Source: an optimization exercise on an open RTL-to-GDS flow (aim: small area and a short achievable clock period). Production flows keep margins and buffers that such runs may drop.
Only simulation tests tie the RTL to the original design; equivalence was not proved.

Design rotational_cordic, start of the top module:
module rotational_cordic (
  output logic data_out_rot,
  output logic [15:0] xprime,
  output logic [15:0] yprime,
  input logic [15:0] x,
  input logic [15:0] y,
  input logic [15:0] theta,
  input logic clk, reset, start
);
logic v0, n0_v;
logic signed [16:0] x0, n0_x;
logic signed [16:0] y0, n0_y;
logic [15:0] t0, n0_t;
logic v1, n1_v;
logic signed [16:0] x1, n1_x;
logic signed [16:0] y1, n1_y;
logic [15:0] t1, n1_t;
logic v2, n2_v;
logic signed [16:0] x2, n2_x;
logic signed [16:0] y2, n2_y;
logic [14:0] t2, n2_t;
logic v3, n3_v;
logic signed [16:0] x3, n3_x;
logic signed [16:0] y3, n3_y;
logic [14:0] t3, n3_t;
logic v4, n4_v;
logic signed [16:0] x4, n4_x;
logic signed [16:0] y4, n4_y;
logic [13:0] t4, n4_t;
logic v5, n5_v;
logic signed [16:0] x5, n5_x;
logic signed [16:0] y5, n5_y;
logic [10:0] t5, n5_t;
logic v6, n6_v;
logic signed [16:0] x6, n6_x;
logic signed [16:0] y6, n6_y;
logic [9:0] t6, n6_t;
logic v7, n7_v;
logic signed [16:0] x7, n7_x;
logic signed [16:0] y7, n7_y;
logic [8:0] t7, n7_t;
logic v8, n8_v;
logic signed [16:0] x8, n8_x;
logic signed [16:0] y8, n8_y;
logic [7:0] t8, n8_t;
logic v9, n9_v;
logic signed [16:0] x9, n9_x;
logic signed [16:0] y9, n9_y;
logic [6:0] t9, n9_t;
logic v10, n10_v;
logic signed [16:0] x10, n10_x;
logic signed [16:0] y10, n10_y;
logic [5:0] t10, n10_t;
logic v11, n11_v;
logic signed [16:0] x11, n11_x;
logic signed [16:0] y11, n11_y;
logic [4:0] t11, n11_t;
logic v12, n12_v;
logic signed [16:0] x12, n12_x;
logic signed [16:0] y12, n12_y;
logic [3:0] t12, n12_t;
logic v13, n13_v;
logic signed [16:0] x13, n13_x;
logic signed [16:0] y13, n13_y;
logic [2:0] t13, n13_t;
logic v14, n14_v;
logic signed [16:0] x14, n14_x;
logic signed [16:0] y14, n14_y;
logic [1:0] t14, n14_t;
logic v15, n15_v;
  ...
export LEC_CHECK = 0
export CAP_MARGIN = 20
export CORE_MARGIN = 2
export CORE_UTILIZATION = 65
export CTS_BUF_LIST = sky130_fd_sc_hd__clkbuf_8 sky130_fd_sc_hd__clkbuf_16
export CTS_CLUSTER_DIAMETER = 60
export CTS_CLUSTER_SIZE = 25
export SLEW_MARGIN = 20
create_clock -name core_clock -period 13.0 [get_ports {clk}]
standard.sh (not shown) runs the stock make flow with config.mk's settings and CLKGATE_MAP_FILE= SYNTH_SCRIPT=/design/flow/synth_recipe.tcl, a recipe that flattens the netlist after the stock synthesis.
==> flow/flow/run.sh <==
#!/bin/bash
set -euo pipefail
export BUFFER_PORTS_ARGS="-buffer_cell sky130_fd_sc_hd__buf_2"
export SETUP_SLACK_MARGIN=9.4
bash standard.sh finish > standard.log 2>&1
Rerun with:
==> flow/flow/run.sh (replaced) <==
#!/bin/bash
set -euo pipefail
export BUFFER_PORTS_ARGS="-buffer_cell sky130_fd_sc_hd__buf_2"
bash standard.sh finish > standard.log 2>&1
--- a/flow/config.mk
+++ b/flow/config.mk
@@ -9,6 +9,5 @@
 export CORE_MARGIN = 2
-export CORE_UTILIZATION = 65
-export CTS_BUF_LIST = sky130_fd_sc_hd__clkbuf_8 sky130_fd_sc_hd__clkbuf_16
-export CTS_CLUSTER_DIAMETER = 60
-export CTS_CLUSTER_SIZE = 25
+export CORE_UTILIZATION = 75
+export CTS_CLUSTER_DIAMETER = 120
+export CTS_CLUSTER_SIZE = 28
 export SLEW_MARGIN = 20
The new run produced a clean layout; core utilization rises by 8.2 points; critical path depth increases by 15; cell count went down by 4.4%; synthesized cell count stays the same; global-route usage climbs by 3.2 points; hold slack improved by 10 ps; first-iteration DRC count rose by 18%; register-to-register slack degrades by 390 ps.
Rerun with:
==> flow/flow/run.sh (replaced) <==
#!/bin/bash
set -euo pipefail
export BUFFER_PORTS_ARGS="-buffer_cell sky130_fd_sc_hd__buf_2"
export SETUP_SLACK_MARGIN=9.4
bash standard.sh finish > standard.log 2>&1
--- a/flow/config.mk
+++ b/flow/config.mk
@@ -9,5 +9,5 @@
 export CORE_MARGIN = 2
-export CORE_UTILIZATION = 75
-export CTS_CLUSTER_DIAMETER = 120
-export CTS_CLUSTER_SIZE = 28
+export CORE_UTILIZATION = 65
+export CTS_CLUSTER_DIAMETER = 50
+export CTS_CLUSTER_SIZE = 20
 export SLEW_MARGIN = 20
Result:
- die area rose by about 15%
- worst setup slack is better by 260 ps
- clock-buffer cell count rose by 58
- critical path depth fell by 15
- non-clock buffer count rose by 10
- register-to-register slack is better by 420 ps
- design area rose by 5.9%
Rerun with:
--- a/flow/config.mk
+++ b/flow/config.mk
@@ -9,5 +9,5 @@
 export CORE_MARGIN = 2
-export CORE_UTILIZATION = 65
-export CTS_CLUSTER_DIAMETER = 50
-export CTS_CLUSTER_SIZE = 20
+export CORE_UTILIZATION = 80
+export CTS_CLUSTER_DIAMETER = 100
+export CTS_CLUSTER_SIZE = 30
 export SLEW_MARGIN = 20
=> Die area went down by 18%; utilization went up by 13 points; count of clock-buffer cells in the layout went down by 63.


rotational_cordic again, from the RTL that the note above started with.
Settings: LEC_CHECK=0, CAP_MARGIN=20, CORE_MARGIN=2, CORE_UTILIZATION=75, CTS_CLUSTER_DIAMETER=90, CTS_CLUSTER_SIZE=32, SLEW_MARGIN=20; clock period 13.0 ns.
==> flow/flow/run.sh <==
#!/bin/bash
set -euo pipefail
export BUFFER_PORTS_ARGS="-buffer_cell sky130_fd_sc_hd__buf_2"
export SETUP_SLACK_MARGIN=9.4
bash standard.sh finish > standard.log 2>&1
Next try:
CORE_UTILIZATION = 65   (was 75)
CTS_CLUSTER_DIAMETER = 60   (was 90)
CTS_CLUSTER_SIZE = 25   (was 32)
PLACE_DENSITY = 0.85   (was default)
What happened:
- clock-buffer cell count went up by 16
- first-iteration DRC count goes up by a few percent
- cell count goes up by a few percent
- via count goes up by a few percent
- design area rose by a few percent
Next try:
CAP_MARGIN = 0   (was 20)
CORE_UTILIZATION = 75   (was 65)
CTS_CLUSTER_DIAMETER = 100   (was 60)
CTS_CLUSTER_SIZE = 30   (was 25)
PLACE_DENSITY = default   (was 0.85)
SLEW_MARGIN = 0   (was 20)
Count of clock-buffer cells in the layout is lower by 18.
Hold slack gets better by 0.019 ns.
Utilization is higher by 9.1 points.
Flip-flop and latch count does not change.
Wire length went down by 2.7%.
Final area came out lower by 2.9%.
Next try:
CAP_MARGIN = 20   (was 0)
CTS_CLUSTER_DIAMETER = 60   (was 100)
CTS_CLUSTER_SIZE = 25   (was 30)
SLEW_MARGIN = 20   (was 0)
- clock-buffer cell count went up by 16
- non-clock buffer count went up by 2

-- re-timing with driven ports --
The flow's constraints put no driver on any port. The routed layouts listed below were extracted and timed again, unchanged, in two steps. Step 1 assumes that a clkbuf_16 drives the clock port and a buf_2 every other input. Step 2 adds t to the input delays and takes it off the output delays; t is the mean of the earliest and latest rising clock arrival at the registers after step 1. Input paths then give back, and output paths get back, about the clock's delay inside the block. Slacks: ideal / step 1 / step 2; pairs: ideal / step 1.
run | t, ns | setup WS [ns] | worst setup path at the end | pins driven straight from the clock port
the first run of note 1 | 0.708 | 9.272 / 9.203 / 9.438 | register to register | 1
the second run of note 1 | 0.649 | 9.047 / 9.047 / 9.047 | register to register | 1
the third run of note 1 | 0.694 | 9.302 / 9.236 / 9.469 | register to register | 1
the fourth run of note 1 | 0.700 | 9.249 / 9.185 / 9.449 | register to register | 1
the first run of note 2 | 0.643 | 9.307 / 9.245 / 9.439 | register to register | 1
the second run of note 2 | 0.701 | 9.268 / 9.208 / 9.427 | register to register | 1
the third run of note 2 | 0.649 | 9.303 / 9.242 / 9.440 | register to register | 1
the fourth run of note 2 | 0.681 | 9.259 / 9.195 / 9.430 | register to register | 1
After both steps every run listed still meets setup and hold.
